What follows belongs to an exercise in optimizing a design on an open flow for small area and a short achievable clock period; a production flow would make more cautious choices. In this exercise RTL edits were held to simulation tests only and were not proved equivalent to the original. No activity file was given, so power comes from the tool's default toggle rates.

### flow/design.v
`timescale 1ns / 1ps
module ALU(A_in, B_in, ALU_ctrl, ALU_out, carry_out, zero, overflow);
    input [31:0] A_in;
    input [31:0] B_in;
    input [3:0] ALU_ctrl;
    output reg [31:0] ALU_out;
    output reg carry_out;
    output reg zero;
    output reg overflow;
    reg [32:0] B_temp;
    reg [32:0] sum_temp;
    always @(*) begin
        carry_out = 1'b0;
        overflow = 1'b0;
        B_temp = 33'b0;
        sum_temp = 33'b0;
        case (ALU_ctrl)
            4'b0000: begin
            ALU_out = A_in & B_in;
            end
            4'b0001: begin
            ALU_out = A_in | B_in;
            end
            4'b0010: begin
            sum_temp = A_in + B_in;
            ALU_out = sum_temp[31:0];
            carry_out = sum_temp[32];
            if ((A_in[31] & B_in[31] & ~ALU_out[31]) | (~A_in[31] & ~B_in[31] & ALU_out))
                overflow = 1'b1;
            else
                overflow = 1'b0;
            end
            4'b0110: begin
            B_temp = ~B_in + 1;  
            sum_temp = A_in + B_temp;
            ALU_out = sum_temp[31:0];
            if ((A_in[31] & B_temp[31] & ~ALU_out[31]) | (~A_in[31] & ~B_temp[31] & ALU_out[31]))
                overflow = 1'b1;
            else
                overflow = 1'b0;
            end
            4'b0111: begin
            ALU_out = ($signed(A_in) < $signed(B_in))?32'd1:32'd0;
            end
            4'b1100: begin
            ALU_out = ~(A_in | B_in);
            end
            4'b1111: begin
            ALU_out = (A_in == B_in) ? 1: 0;
            end
            default: begin
            sum_temp = A_in + B_in;
            ALU_out = sum_temp[31:0];
            carry_out = sum_temp[32];
            if ((A_in[31] & B_in[31] & ~ALU_out[31]) | (~A_in[31] & ~B_in[31] & ALU_out))
                overflow = 1'b1;
            else
                overflow = 1'b0;
            end
        endcase
    zero = &(~ALU_out);
    end
endmodule
`timescale 1ns / 1ps
module ALUController(ALUOp, Funct7, Funct3, Operation);
    input [1:0] ALUOp;
    input [6:0] Funct7;
    input [2:0] Funct3;
    output [3:0] Operation;
    assign Operation[0]= ((Funct3 == 3'b110) || ((Funct3 == 3'b010) && (ALUOp[0] == 1'b0)))
                         ? 1'b1 : 1'b0;
    assign Operation[1] = ((Funct3 == 3'b000) || (Funct3 == 3'b010)) ? 1'b1 : 1'b0;
    assign Operation[2] = ((Funct7 == 7'b0 && Funct3 == 3'b100 && ALUOp == 2'b10) 
                           || (Funct7 == 7'b0 && Funct3 == 3'b010 && ALUOp == 2'b10)
                          || (Funct7 == 7'b0100000 && Funct3 == 3'b000 && ALUOp == 2'b10)
                          || (Funct3 == 3'b100 && ALUOp == 2'b00) || (Funct3 == 3'b010 && ALUOp == 2'b00))
                         ? 1'b1 : 1'b0;
    assign Operation[3] = ((Funct7 == 7'b0 && Funct3 == 3'b100 && ALUOp == 2'b10)
                          || (Funct3 == 3'b100 && ALUOp == 2'b00)) ? 1'b1 : 1'b0;
endmodule
`timescale 1ns / 1ps
module Controller(Opcode, ALUSrc, MemtoReg,RegWrite, MemRead, MemWrite, ALUOp);
    input [6:0] Opcode;
    output reg ALUSrc, MemtoReg, RegWrite, MemRead, MemWrite;
    output reg [1:0] ALUOp;
    always @(Opcode)
    begin
        MemtoReg = 0;
        MemWrite = 0;
        MemRead = 0;
        ALUSrc = 0;
        RegWrite = 0;
        ALUOp = 2'b00;
        case(Opcode)
            7'b0110011: begin
                MemtoReg = 0;
                MemWrite = 0;
                MemRead = 0;
                ALUSrc = 0;
                RegWrite = 1;
                ALUOp = 2'b10;
                end
            7'b0010011: begin
                MemtoReg = 0;
                MemWrite = 0;
                MemRead = 0;
                ALUSrc = 1;
                RegWrite = 1;
                ALUOp = 2'b00;
                end
            7'b0000011: begin
                MemtoReg = 1;
                MemWrite = 0;
                MemRead = 1;
                ALUSrc = 1;
                RegWrite = 1;
                ALUOp = 2'b01;
                end
            7'b0100011: begin
                MemtoReg = 0;
                MemWrite = 1;
                MemRead = 0;
                ALUSrc = 1;
                RegWrite = 0;
                ALUOp = 2'b01;
                end
            endcase
        end
endmodule
`timescale 1ns / 1ps
module FlipFlop(clk, reset, d, q);
    input clk;
    input reset;
    input [7:0] d;
    output reg [7:0] q;
    always @ (posedge clk)
        begin
            if (reset == 1)
                q = 8'b0;
            else
                q = d;
        end
endmodule
`timescale 1ns / 1ps
module ImmGen(InstCode, ImmOut);
 input [31:0] InstCode;
 output reg [31:0] ImmOut;
 always @(InstCode)
 begin
    case (InstCode[6:0])
    7'b0000011:
        ImmOut = {InstCode[31]? {20{1'b1}}:20'b0, InstCode[31:20]};
    7'b0010011:
        ImmOut = {InstCode[31]? {20{1'b1}}:20'b0, InstCode[31:20]};
    7'b0100011:
        ImmOut = {InstCode[31]? {20{1'b1}}:20'b0, InstCode[31:25],InstCode[11:7]};
    7'b0010111:
        ImmOut = {InstCode[31:12], 12'b0};
    default:
        ImmOut = {32'b0};
    endcase
    end
endmodule
`timescale 1ns / 1ps
module Mux(S, D1, D2, Y);
    input S;
    input [31:0] D1;
    input [31:0] D2;
    output [31:0] Y;
    assign Y = S ? D2 : D1;
endmodule
`timescale 1ns / 1ps
module RegFile(clk, reset,
        rg_wrt_en, rg_wrt_addr,
        rg_rd_addr1, rg_rd_addr2,
        rg_wrt_data, 
        rg_rd_data1, rg_rd_data2);
    input clk, reset;
    input rg_wrt_en;
    input [4:0] rg_rd_addr1, rg_rd_addr2, rg_wrt_addr;
    input [31:0] rg_wrt_data;
    output [31:0] rg_rd_data1, rg_rd_data2;
    reg [31:0] memory [31:0];
    integer i;
    assign rg_rd_data1 = memory[rg_rd_addr1];
    assign rg_rd_data2 = memory[rg_rd_addr2];
    always @ (posedge clk or posedge reset) begin
        if (reset==1) begin
            for (i=0; i<32; i=i+1)
                memory[i]<=32'b0;
            end
        else if (rg_wrt_en) begin
            memory[rg_wrt_addr] <= rg_wrt_data;
            end
    end
endmodule
`timescale 1ns / 1ps
module data_path #(parameter PC_W =8, parameter INS_W = 32, parameter RF_ADDRESS = 5,
                parameter DATA_W = 32, parameter DM_ADDRESS = 9, parameter ALU_CC_W = 4)
                (clk, reset, reg_write, mem2reg, alu_src, mem_write, mem_read, alu_cc, 
                opcode, funct7, funct3, alu_result,
                instruction, data_mem_read, pc_out, reg2);
    input clk, reset, reg_write, mem2reg, alu_src, mem_write, mem_read;
    input [ALU_CC_W-1:0] alu_cc;
    output [6:0] opcode, funct7;
    output [2:0] funct3;
    output [DATA_W-1:0] alu_result;
    input [INS_W-1:0] instruction;  
    input [DATA_W-1:0] data_mem_read;  
    output [PC_W-1:0] pc_out;
    output [DATA_W-1:0] reg2;  
    wire [PC_W-1:0] next_pc;
    wire [DATA_W-1:0] reg1, imm_out;
    wire [DATA_W-1:0] write_back_data;
    wire [DATA_W-1:0] alu_input_2;
    wire carry_out, overflow, zero;
    wire wrt_addr, rd_addr1, rd_addr2;
    FlipFlop PC (.clk(clk), .reset(reset), .d(next_pc), .q(pc_out));
    assign next_pc = pc_out + 4;
    assign opcode = instruction[6:0];
    assign funct3 = instruction[14:12];
    assign funct7 = instruction[31:25];
    RegFile RF (.clk(clk), 
                .reset(reset), 
                .rg_wrt_en(reg_write), 
                .rg_wrt_addr(instruction[11:7]), 
                .rg_rd_addr1(instruction[19:15]),
                .rg_rd_addr2(instruction[24:20]), 
                .rg_wrt_data(write_back_data), 
                .rg_rd_data1(reg1), 
                .rg_rd_data2(reg2));
    ImmGen IG (.InstCode(instruction), .ImmOut(imm_out));
    Mux m1 (.D1(reg2), .D2(imm_out), .S(alu_src), .Y(alu_input_2));
    ALU alu (.A_in(reg1), .B_in(alu_input_2), .ALU_ctrl(alu_cc), .ALU_out(alu_result),
            .carry_out(carry_out), .zero(zero), .overflow(overflow));
    Mux m2 (.D1(alu_result), .D2(data_mem_read), .S(mem2reg), .Y(write_back_data));
endmodule
`timescale 1ns / 1ps
module processor(clk, reset, instr, read_data, pc, Result, mem_read, mem_write, write_data);
    input clk, reset;
    input [31:0] instr;
    input [31:0] read_data;
    output [7:0] pc;
    output [31:0] Result;
    output mem_read, mem_write;
    output [31:0] write_data;
    wire RegWrite, ALUSrc, MemtoReg, MemRead, MemWrite;
    wire [1:0] ALUOp;
    wire [6:0] opcode, funct7;
    wire [2:0] funct3;
    wire [3:0] operation;
    assign mem_read = MemRead;
    assign mem_write = MemWrite;
    Controller ctrl (.Opcode(opcode), .ALUSrc(ALUSrc), .MemtoReg(MemtoReg), .RegWrite(RegWrite), 
                    .MemRead(MemRead), .MemWrite(MemWrite), .ALUOp(ALUOp));
    ALUController alu_ctrl (.ALUOp(ALUOp), .Funct7(funct7), .Funct3(funct3), .Operation(operation));
    data_path dp (.clk(clk), .reset(reset),
                  .reg_write(RegWrite), .mem2reg(MemtoReg), .alu_src(ALUSrc), .mem_read(MemRead), .mem_write(MemWrite),
                  .alu_cc(operation),
                  .instruction(instr), .data_mem_read(read_data), .pc_out(pc), .reg2(write_data),
                  .funct7(funct7), .funct3(funct3), .opcode(opcode), .alu_result(Result));
endmodule
### flow/constraint.sdc
create_clock -name core_clock -period 11.0 [get_ports {clk}]
set_input_delay 2.2000 -clock core_clock [delete_from_list [all_inputs] [get_ports {clk}]]
set_output_delay 2.2000 -clock core_clock [all_outputs]
set_load 0.01 [all_outputs]
### flow/run.sh
#!/bin/bash
# synth_recipe.tcl (not shown) runs the flow's synth.tcl, then flattens the netlist and writes it again
# the make line also repeats each setting of config.mk as NAME=value (left out here)
make -C /OpenROAD-flow-scripts/flow DESIGN_CONFIG=/design/flow/config.mk WORK_HOME=/design/flow/orfs CLKGATE_MAP_FILE= SYNTH_SCRIPT=/design/flow/synth_recipe.tcl finish
### flow/config.mk
export PLATFORM = sky130hd
export DESIGN_NAME = processor
export DESIGN_NICKNAME = processor
export VERILOG_FILES = /design/flow/design.v
export SDC_FILE = /design/flow/constraint.sdc
export NUM_CORES = 4
export LEC_CHECK = 0
export CAP_MARGIN = 20
export CORE_MARGIN = 2
export CORE_UTILIZATION = 33
export SETUP_SLACK_MARGIN = 0.3
export SLEW_MARGIN = 20
==> notes.md <==
## repair_timing
action / in CTS / in global routing
cloned: 0 / 1
gates resized for setup: 22 / 35
pin swaps: 12 / 14
setup endpoints to repair: 19 / 20
hold endpoints to repair: 0 / 0
buffers inserted: 34 / 33
## worst max-delay path: stages
cell and delay, ps:
clkdlybuf4s50_1 450, buf_12 180, or3_4 410, nor2_4 300, buf_4 210, buf_4 240
a22oi_1 120, nand2_1 110, nor4_2 60, a21oi_1 220, buf_4 250, nor2b_1 60
o21ai_0 170, o221ai_1 270, buf_4 250, ha_1 280, a21o_1 180, a32oi_1 300
a21o_1 270, buf_4 170, a211oi_2 110, or2_1 360, a311o_1 300, o22ai_1 240
buf_4 190, nand2_1 100, clkdlybuf4s50_1 520
## path summary, 6_finish.rpt
kind                            cells past startpoint                start                    to
worst min-delay path                                1           dp.PC.q[2]            dp.PC.q[2]
worst min register to register                      1           dp.PC.q[2]            dp.PC.q[2]
worst max-delay path                               27            instr[22]            Result[31]
max in group asynchronous                           5                reset   dp.RF.memory[21][8]
worst max register to register                     18  dp.RF.memory[28][2]  dp.RF.memory[24][25]
min in group asynchronous                           3                reset  dp.RF.memory[23][29]
## power groups by stage
stage                     clock network, mW  registers, mW  logic [mW]
after global routing                   4.29           3.87       0.941
after global placement                    0           3.94       0.858
after floorplan                           0           3.93       0.423
after detailed placement                  0           3.94       0.858
final                                  4.12           3.87       0.915
after CTS                              4.13           3.87       0.868
## flip-flops by register name, summed over array words and instances, names as in the netlist
signal	cells
dp.RF.memory	1024
dp.PC.q	6
## kinds of logic after synthesis
logic type / count (synthesis) / synth area share (%)
AOI/OAI and AO/OA: 2067 / 24.7
xor gates and xnor gates: 11 / 0.166
adders and majority gates: 90 / 1.97
buffers and inverters: 672 / 4.72
DFF: 1030 / 44.4
muxes: 425 / 8.19
other: 1 / 0.00647
and+or+nand+nor: 2000 / 15.9
## placed cells by master, fill, tap and decap left out, drive strengths merged, types with 12 or more instances in the layout
| master | n |
|---|---|
| nand2 | 1066 |
| dfrtp | 1024 |
| a22oi | 658 |
| o21ai | 650 |
| buf | 557 |
| mux2 | 393 |
| nor2 | 283 |
| a21oi | 174 |
| nand3 | 156 |
| clkbuf | 151 |
| clkdlybuf4s50 | 132 |
| a221oi | 125 |
| inv | 113 |
| and3 | 103 |
| ha | 88 |
| a22o | 87 |
| nor3 | 82 |
| nor4 | 57 |
| o31ai | 49 |
| nand4 | 43 |
| a2111oi | 39 |
| clkinv | 36 |
| o21a | 36 |
| o22a | 34 |
| mux2i | 32 |
| a211oi | 29 |
| nor2b | 27 |
| nand3b | 25 |
| a21o | 25 |
| a31oi | 23 |
| or3 | 20 |
| or2 | 20 |
| nand2b | 19 |
| and4 | 16 |
| nor4b | 16 |
| o221ai | 15 |
| or4 | 14 |
| or3b | 13 |
| clkinvlp | 12 |
## layout make-up
cell class	instances	area share, %
repair buffers	693	9.04
diodes	10	0.0358
inverters	108	0.585
flip-flops and latches	1030	36.8
clock inverters	63	0.975
multi-input cells	4595	43.7
clock buffers	150	4.71
well taps	2325	4.16
## routing by layer
metal / up-vias / routed length, um / GRT usage [%]
met2: 4690 / 139000 / 52.7
met3: 1472 / 46700 / 13.4
met1: 29300 / 127000 / 46.5
li1: 23700 / - / -
met5: - / 187 / 0
met4: 28 / 28000 / 24.0
==> impl_results.md <==
- Kind of critical path: input pin to output port
- Asr flop ratio synth: between 90 and 100%
- CTS root buffer: clkbuf_16
- Setup TNS: 0 ps
- Minimum clock period: 10720 ps
- Finished Core Util: approximately two fifths
- Layout filler cell count: between 15000 and 20000
- Core area: 0.174 mm^2
- TritonCTS Buffers: roughly 120
- Max_slew headroom: 14.6%
- Initial DRC count: about 9200
- HPWL Detailed: ~230 mm
- Number of global-route vias before repair: around 55000
- Max_cap viols: 0
- Via-to-Cell Ratio: 6.59
- Die Area: roughly 0.18 mm^2
- RSZ-0062 raised after global routing: true
- Starting Density: about 33%
- Initial antenna violation count: 22
- Startpoint types: input pin
- Post-Layout Cell Count: 8974
- CTS Buffer Depth: 3
- CTS clk-pin slew, worst paths: about 50 ps
- Pwr Total: 8.91 mW
- Die Y: ~420 um
- Max Transition Viols Final: 0
- Largest net degree at the start of global routing: around 150
- Setup violators final: 0
- Yosys cell types: roughly 120
- Global-route wire length before repair: between 400 and 500 mm
- Synth warn: 6
- Num ports: 140
- Sw power: ~2.5 mW
- Rows: around 150
- Actual slew at the worst max-slew pin: roughly 1300 ps
- Die Wd: about 420 um
- Residual overflow from global routing: 0
- Htree depth: 3
- CP max FO: 19
- Commonest cells post-synth: 1066 x nand2_1, 1024 x dfrtp_1, 658 x a22oi_1
- Setup slack, reg-to-reg: around 5000 ps
- Worst EP arrival: between 8000 and 9000 ps
- Worst hold margin: 481 ps
- Comb pwr share: 10.3%
- Top-count cell post-synth: nand2_1
- Post-synthesis sequential area ratio: 44.4%
- Setup ws final: approximately 280 ps
- Largest cells by area after synthesis: dfrtp_1 44%, a22oi_1 8.5%, mux2_2 7.6%, nand2_1 6.9%, o21ai_0 4.7%
- Static Leak: between 30 and 40 nW
- Hold Path Class: flip-flop to flip-flop
- Routed wire per std cell: approximately 38 um
- DR vias: 59200
- I/O Buffers: around 140
- Placed Area: 0.0649 mm^2
- Worst setup EP type: output port
- WP data required: about 9000 ps
- Status: finished clean
- Placer Congestion: between 1 and 1.5
- Sw frac: approximately 28%
- Internal cell power: between 6 and 7 mW
- Final hold vios: 0
- Share of the synthesized area in the top cell type: about 44%
- Clock Sinks: 1030
- Antenna Nets Post-Route: 0
- Setup Skew: 40.8 ps
- Clock Power Share: between 40% and 50%
- Post-synth EDFFs: 0
- Area grow syn2layout: 20.7%
- Placed insts: 8678
- Syn Std Cell Area: slightly below 0.06 mm^2
- Cts hold-fix bufs: 0
- Post-Synthesis Cells: between 6000 and 7000
- Multi-input logic area: between 0.03 and 0.04 mm^2
- Synth area leader: dfrtp_1
- DR DRC count: 0
- Layout cells sized above 1: approximately 22%
- Pre-CTS setup slack: -73.6 ps
- Yosys reg bits: between 1000 and 1500
- Final period utilization: a little over nine tenths
- PwrDens: 127 mW/mm^2
- FF+latch area: ~0.026 mm^2
- Skew-Pair Late Insertion Delay: approximately 800 ps
- Tot GR Track Use: 36.9%
- Top FF cell, synth: dfrtp_1
- CTS tree: done
- FMAX: slightly above 90 MHz
- Avg Inst Size Synth: 9.20 um^2
- Part of the power in registers: about 44%
- Nets: between 6000 and 7000
- Final WL: around 340 mm
- DR pass1 iterations: 10
- VDD IR-drop max: between 0.0001 and 0.00015 V
- Final Cell Area: about 0.070 mm^2

[port drivers added, routing unchanged]
Ports are ideal in the flow. The routed layout listed here was re-timed in OpenROAD. Step 1, drivers: a clkbuf_16 drives clk and a buf_2 each remaining input, both assumed. Step 2, shift: input delay + t, output delay - t, t = (earliest + latest rising clock arrival at the registers) / 2. This alone moves slack from input paths to output paths. Three values: ideal, step 1, step 2; two values: the first two.
t, ns: 0.843
setup slack, ns: 0.276 / 0.254 / 0.254
pins driven straight from the clock port: 1
After both steps setup and hold are still met in this run. For this run, drivers alone change the setup slack by -0.022 ns; drivers and shift together by -0.022 ns.
